Context: an optimization exercise on an open-source flow, tuned for small area. The choices shown serve that exercise and are no tape-out recipe. In this exercise RTL edits were held to simulation tests only and were not proved equivalent to the original. No driver is modelled on the clock port, so clocking that relies on it looks cheaper here than on a real chip. Power is estimated from default activity; no workload was simulated.

==> flow/design.v <==
module topmodule(input clk_in,
    input rst,
    input clr,
    input ent,
    input chg,
    output [4:0] led,
    output [3:0] AN,
    input [3:0] sw,
    output [6:0] seven_out
    );
    reg [1:0] nd;    
    reg [1:0] m3;    
    reg       odd;   
    reg [2:0] m5;    
    always @(posedge clk_in or posedge rst)
        if (rst) begin
            m3 <= 2'b00;
            odd <= 1'b0;
            m5 <= 3'b000;
        end else begin
            m3 <= {m3[0], ~(m3[1] | m3[0])};
            odd <= ~odd;
            m5 <= {m5[1:0], ~(m5[2] | m5[1])};
        end
    wire dtick = m3[1] & ~odd;                             
    wire btick = odd & (nd[0] ~^ m3[1]) & m5[2] & ~m5[1];  
    reg [2:0] e_s, c_s, g_s;
    reg e_p, c_p, g_p;
    always @(posedge clk_in or posedge rst)
        if (rst) begin
            e_s <= 3'b000; c_s <= 3'b000; g_s <= 3'b000;
            e_p <= 1'b0; c_p <= 1'b0; g_p <= 1'b0;
        end else if (btick) begin
            e_s <= {e_s[1:0], ent};
            c_s <= {c_s[1:0], clr};
            g_s <= {g_s[1:0], chg};
            e_p <= e_s[1] & ~e_s[2];
            c_p <= c_s[1] & ~c_s[2];
            g_p <= g_s[1] & ~g_s[2];
        end
    reg [3:0] ls;
    reg [1:0] ev;
    localparam [1:0] EV_SAME = 2'b00, EV_NEXT = 2'b01, EV_FIRST = 2'b11, EV_SPEC = 2'b10;
    reg [3:0] sws;        
    reg [15:0] pw;        
    reg match;            
    reg locked;
    wire l_dig = ~ls[3];
    wire l_idle = ls[3] & ls[0];
    wire l_unl = ls[3] & ~ls[1];
    wire s_chk  = l_dig & ~ls[2] & (ls[1:0] == 2'b11) & (ev == EV_NEXT);
    wire s_rest = (l_dig & ~ls[2] & (ls[1:0] == 2'b11) & (ev == EV_SPEC))
                | (l_dig & ls[2] & (ls[1:0] == 2'b11) & (ev == EV_NEXT))
                | (ls[3] & ~ls[0] & (ev == EV_SAME));
    wire s_idle = l_idle & (ev == EV_SAME);
    wire s_dig  = ~s_chk & ~s_rest & ~s_idle;
    wire s_new  = l_dig ? ls[2] : (ev == EV_SPEC);
    wire [1:0] s_idx = (ev == EV_NEXT) ? ls[1:0] + 2'd1 : (ev == EV_FIRST | ev == EV_SPEC | ~l_dig) ? 2'd00 : ls[1:0];
    always @(posedge clk_in or posedge rst)
        if (rst) begin
            ls <= 4'b1111;
            ev <= 2'b00;
        end else if (btick) begin
            if (s_chk)
                ev <= EV_SPEC;
            else begin
                ls <= s_dig ? {2'b00, s_new, s_idx} : s_rest ? {2'b10, locked | l_dig & ls[2], 1'b0} : 4'b1111;
                if (s_dig)
                    ev <= e_p ? EV_NEXT : c_p ? EV_FIRST : EV_SAME;
                else if (s_idle)
                    ev <= (e_p | c_p) ? EV_FIRST : EV_SAME;
                else
                    ev <= e_p ? EV_FIRST : (g_p & ~locked) ? EV_SPEC : EV_SAME;
            end
        end
    always @(posedge clk_in)
        if (btick) begin
            if (!s_chk) sws <= sw;
            if (s_idle | (s_rest & l_dig & ls[2])) locked <= 1'b1;
            if (s_chk) locked <= match ^ locked;
        end
    assign led[4] = 1'b0;
    assign led[3:0] = ls + 4'd1;
    reg [4:0] ch;       
    wire [1:0] pos = ~ls[1:0];           
    wire above = nd > pos;
    wire at    = nd == pos;
    reg [3:0] pwj;
    always @(*)
        case (nd)
            2'd0: pwj = pw[3:0];
            2'd1: pwj = pw[7:4];
            2'd2: pwj = pw[11:8];
            default: pwj = pw[15:12];
        endcase
    reg [4:0] cc;
    always @(*) begin
        if (!ls[3]) begin
            if (at) cc = {1'b0, sws};
            else if (ls[2] & above) cc = {1'b0, pwj};
            else if (above) cc = 5'b10000;       
            else cc = 5'h0A;                      
        end else if (l_unl) begin                  
            case (nd)
                2'd3: cc = 5'h00;
                2'd2: cc = 5'b10001;
                2'd1: cc = 5'h0E;
                default: cc = 5'h0C;
            endcase
        end else begin                            
            case (nd)
                2'd3: cc = 5'h0F;
                2'd2: cc = 5'h0D;
                2'd1: cc = 5'h05;
                default: cc = 5'h0D;
            endcase
        end
    end
    wire entered = ~ls[3] & (ev == EV_NEXT);
    always @(posedge clk_in)
        if (entered & ~ls[2] & at) match <= (match | ls[1:0] == 2'd0) & (sws == pwj);
    wire [3:0] pwd = sws & {4{~l_idle}};
    wire pw_we = l_idle | (entered & ls[2] & at);
    always @(posedge clk_in)
        if (pw_we)
            case (nd)
                2'd0: pw[3:0] <= pwd;
                2'd1: pw[7:4] <= pwd;
                2'd2: pw[11:8] <= pwd;
                default: pw[15:12] <= pwd;
            endcase
    always @(posedge clk_in or posedge rst)
        if (rst) begin
            nd <= 2'd0;
            ch <= 5'h00;
        end else if (dtick) begin
            nd <= nd + 2'd1;
            ch <= cc;
        end
    wire first = l_idle & ~ch[0];
    assign AN[0] = ~(nd == 2'd1 | (nd == 2'd0 & first));
    assign AN[1] = ~(nd == 2'd2);
    assign AN[2] = ~(nd == 2'd3);
    assign AN[3] = ~(~first & nd == 2'd0);
    reg [6:0] seg;
    always @(*)
        if (ch[4])
            seg = ch[0] ? 7'b0011000 : 7'b1111110;
        else
            case (ch[3:0])
                4'h0: seg = 7'b0000001;
                4'h1: seg = 7'b1001111;
                4'h2: seg = 7'b0010010;
                4'h3: seg = 7'b0000110;
                4'h4: seg = 7'b1001100;
                4'h5: seg = 7'b0100100;
                4'h6: seg = 7'b0100000;
                4'h7: seg = 7'b0001111;
                4'h8: seg = 7'b0000000;
                4'h9: seg = 7'b0000100;
                4'hA: seg = 7'b0001000;
                4'hB: seg = 7'b1100000;
                4'hC: seg = 7'b0110001;
                4'hD: seg = 7'b1000010;
                4'hE: seg = 7'b0110000;
                default: seg = 7'b0111000;
            endcase
    assign seven_out = seg;
endmodule
export LEC_CHECK = 0
export ABC_AREA = 1
export CAP_MARGIN = 0
export CORE_MARGIN = 2
export CORE_UTILIZATION = 40
export GPL_TIMING_DRIVEN = 0
export SLEW_MARGIN = 0
create_clock -name core_clock -period 10.0 [get_ports {clk_in}]
standard.sh (not shown) runs the stock make flow with config.mk's settings and CLKGATE_MAP_FILE= SYNTH_SCRIPT=/design/flow/synth_recipe.tcl, a recipe that flattens the netlist after the stock synthesis.
==> flow/flow/run.sh <==
#!/bin/bash
# Layout flow: the standard synthesis; then the combinational logic is
# mapped again for area with several ABC scripts (flip-flops kept exactly as
# synthesized) and the smallest result is kept; then the standard layout
# with the smallest buffer on the ports and a clock tree without dummy loads
# and with a small root buffer.
set -euo pipefail
W=$(pwd)
F=$W/flow
LIB=$FLOW_HOME/platforms/sky130hd/lib/sky130_fd_sc_hd__tt_025C_1v80.lib
R=$W/orfs/results/sky130hd/topmodule/base

bash standard.sh synth > $W/synth.log 2>&1
cp $R/1_2_yosys.v $W/std_synth.v

DU=$(grep -oE 'cell \("?sky130_fd_sc_hd__(lpflow|probe)[A-Za-z0-9_]*' $LIB | sed -E 's/cell \("?//' | tr '\n' ' ')
# candidate ABC scripts: deepsyn with a fixed number of steps and several
# seeds (deterministic), and a plain one
mkdir -p $W/abc
for i in $(seq 1 32); do
    printf 'strash\n&get -n\n&deepsyn -J 300 -T 100 -S %d\n&put\ndch -f\namap\ntopo\n' $i > $W/abc/s$i.abc
done
printf 'strash\ndch -f\namap\ntopo\n' > $W/abc/s0.abc
for s in $W/abc/s*.abc; do
    n=$(basename $s .abc)
    RS_IN=$W/std_synth.v RS_OUT=$W/resynth_$n.v RS_LIB=$LIB RS_SCRIPT=$s RS_DONTUSE="$DU" \
        yosys -c $F/resynth.tcl > $W/resynth_$n.log 2>&1 &
    [[ $(jobs -r | wc -l) -ge ${NUM_CORES:-4} ]] && wait -n
done
wait
best=""; barea=""
for s in $W/abc/s*.abc; do
    n=$(basename $s .abc)
    a=$(grep "Chip area for top module" $W/resynth_$n.log | awk '{print $NF}')
    echo "$n $a" >> $W/resynth_areas.txt
    if [[ -z "$barea" ]] || awk "BEGIN{exit !($a < $barea)}"; then best=$n; barea=$a; fi
done
echo "best $best $barea" >> $W/resynth_areas.txt
cp $W/resynth_$best.v $R/1_2_yosys.v
for f in $W/resynth_s*.v; do [[ $f == $W/resynth_$best.v ]] || rm -f $f; done
touch $R/1_2_yosys.v

export BUFFER_PORTS_ARGS="-buffer_cell sky130_fd_sc_hd__buf_1"
export CTS_ARGS="$(cat $F/cts_args)"
export POST_CTS_TCL=$F/post_cts.tcl
bash standard.sh finish > $W/layout.log 2>&1
Other scripts of this flow, unchanged in this note and not shown: flow/flow/cts_args, flow/flow/post_cts.tcl, flow/flow/resynth.tcl
Edit:
--- a/flow/flow/run.sh
+++ b/flow/flow/run.sh
@@ -3 +3 @@
-# mapped again for area with several ABC scripts (flip-flops kept exactly as
+# mapped again for area with a few ABC scripts (flip-flops kept exactly as
@@ -17,8 +17 @@
-# candidate ABC scripts: deepsyn with a fixed number of steps and several
-# seeds (deterministic), and a plain one
-mkdir -p $W/abc
-for i in $(seq 1 32); do
-    printf 'strash\n&get -n\n&deepsyn -J 300 -T 100 -S %d\n&put\ndch -f\namap\ntopo\n' $i > $W/abc/s$i.abc
-done
-printf 'strash\ndch -f\namap\ntopo\n' > $W/abc/s0.abc
-for s in $W/abc/s*.abc; do
+for s in $F/s*.abc; do
@@ -32 +25 @@
-for s in $W/abc/s*.abc; do
+for s in $F/s*.abc; do
@@ -40 +32,0 @@
-for f in $W/resynth_s*.v; do [[ $f == $W/resynth_$best.v ]] || rm -f $f; done
==> flow/flow/s1.abc (new file) <==
strash
&get -n
&deepsyn -J 300 -T 100 -S 1
&put
dch -f
amap
topo
==> flow/flow/s10.abc (new file) <==
strash
&get -n
&deepsyn -J 300 -T 100 -S 10
&put
dch -f
amap
topo
==> flow/flow/s11.abc (new file) <==
strash
&get -n
&deepsyn -J 300 -T 100 -S 11
&put
dch -f
amap
topo
==> flow/flow/s12.abc (new file) <==
strash
&get -n
&deepsyn -J 300 -T 100 -S 12
&put
dch -f
amap
topo
==> flow/flow/s13.abc (new file) <==
strash
&get -n
&deepsyn -J 300 -T 100 -S 13
&put
dch -f
amap
topo
==> flow/flow/s14.abc (new file) <==
strash
&get -n
&deepsyn -J 300 -T 100 -S 14
&put
dch -f
amap
topo
==> flow/flow/s15.abc (new file) <==
strash
&get -n
&deepsyn -J 300 -T 100 -S 15
&put
dch -f
amap
topo
==> flow/flow/s16.abc (new file) <==
strash
&get -n
&deepsyn -J 300 -T 100 -S 16
&put
dch -f
amap
topo
==> flow/flow/s17.abc (new file) <==
strash
dch -f
amap
topo
==> flow/flow/s2.abc (new file) <==
strash
&get -n
&deepsyn -J 300 -T 100 -S 2
&put
dch -f
amap
topo
==> flow/flow/s3.abc (new file) <==
strash
&get -n
&deepsyn -J 300 -T 100 -S 3
&put
dch -f
amap
topo
==> flow/flow/s4.abc (new file) <==
strash
&get -n
&deepsyn -J 300 -T 100 -S 4
&put
dch -f
amap
topo
==> flow/flow/s5.abc (new file) <==
strash
&get -n
&deepsyn -J 300 -T 100 -S 5
&put
dch -f
amap
topo
==> flow/flow/s6.abc (new file) <==
strash
&get -n
&deepsyn -J 300 -T 100 -S 6
&put
dch -f
amap
topo
==> flow/flow/s7.abc (new file) <==
strash
&get -n
&deepsyn -J 300 -T 100 -S 7
&put
dch -f
amap
topo
==> flow/flow/s8.abc (new file) <==
strash
&get -n
&deepsyn -J 300 -T 100 -S 8
&put
dch -f
amap
topo
==> flow/flow/s9.abc (new file) <==
strash
&get -n
&deepsyn -J 300 -T 100 -S 9
&put
dch -f
amap
topo
After rerunning:
- register-to-register slack hardly moves
- worst setup slack is unchanged
- power is unchanged
- via count stays the same
- wire length is unchanged
- first-iteration DRC count does not change
- design area does not change
- worst hold slack is unchanged
- synthesized area stays the same

[afterwards: timing with drivers on the ports]
The results above use ideal ports. As a check the final layouts listed here were re-extracted and re-timed, cells and wires unchanged. Step 1, drivers: a clkbuf_16 drives clk_in and a buf_2 each remaining input, both assumed. Step 2 moves the port delays by t, midway between the first and last clock arrival at a register: inputs arrive t later, outputs are due t later. That takes back most of the time a late clock gives input paths. Slacks: ideal / step 1 / step 2; pairs: ideal / step 1.
| run | t, ns | slack for setup (ns) | hold WS [ns] | worst setup path after step 2 | clock arrival spread, ns |
|---|---|---|---|---|---|
| the first run | 0.404 | 5.769 / 5.741 / 6.145 | 0.357 / 0.357 / 0.357 | register to output | 0.027 / 0.028 |
| the second run | 0.404 | 5.769 / 5.741 / 6.145 | 0.357 / 0.357 / 0.357 | register to output | 0.027 / 0.028 |
After both steps every run listed still meets setup and hold.
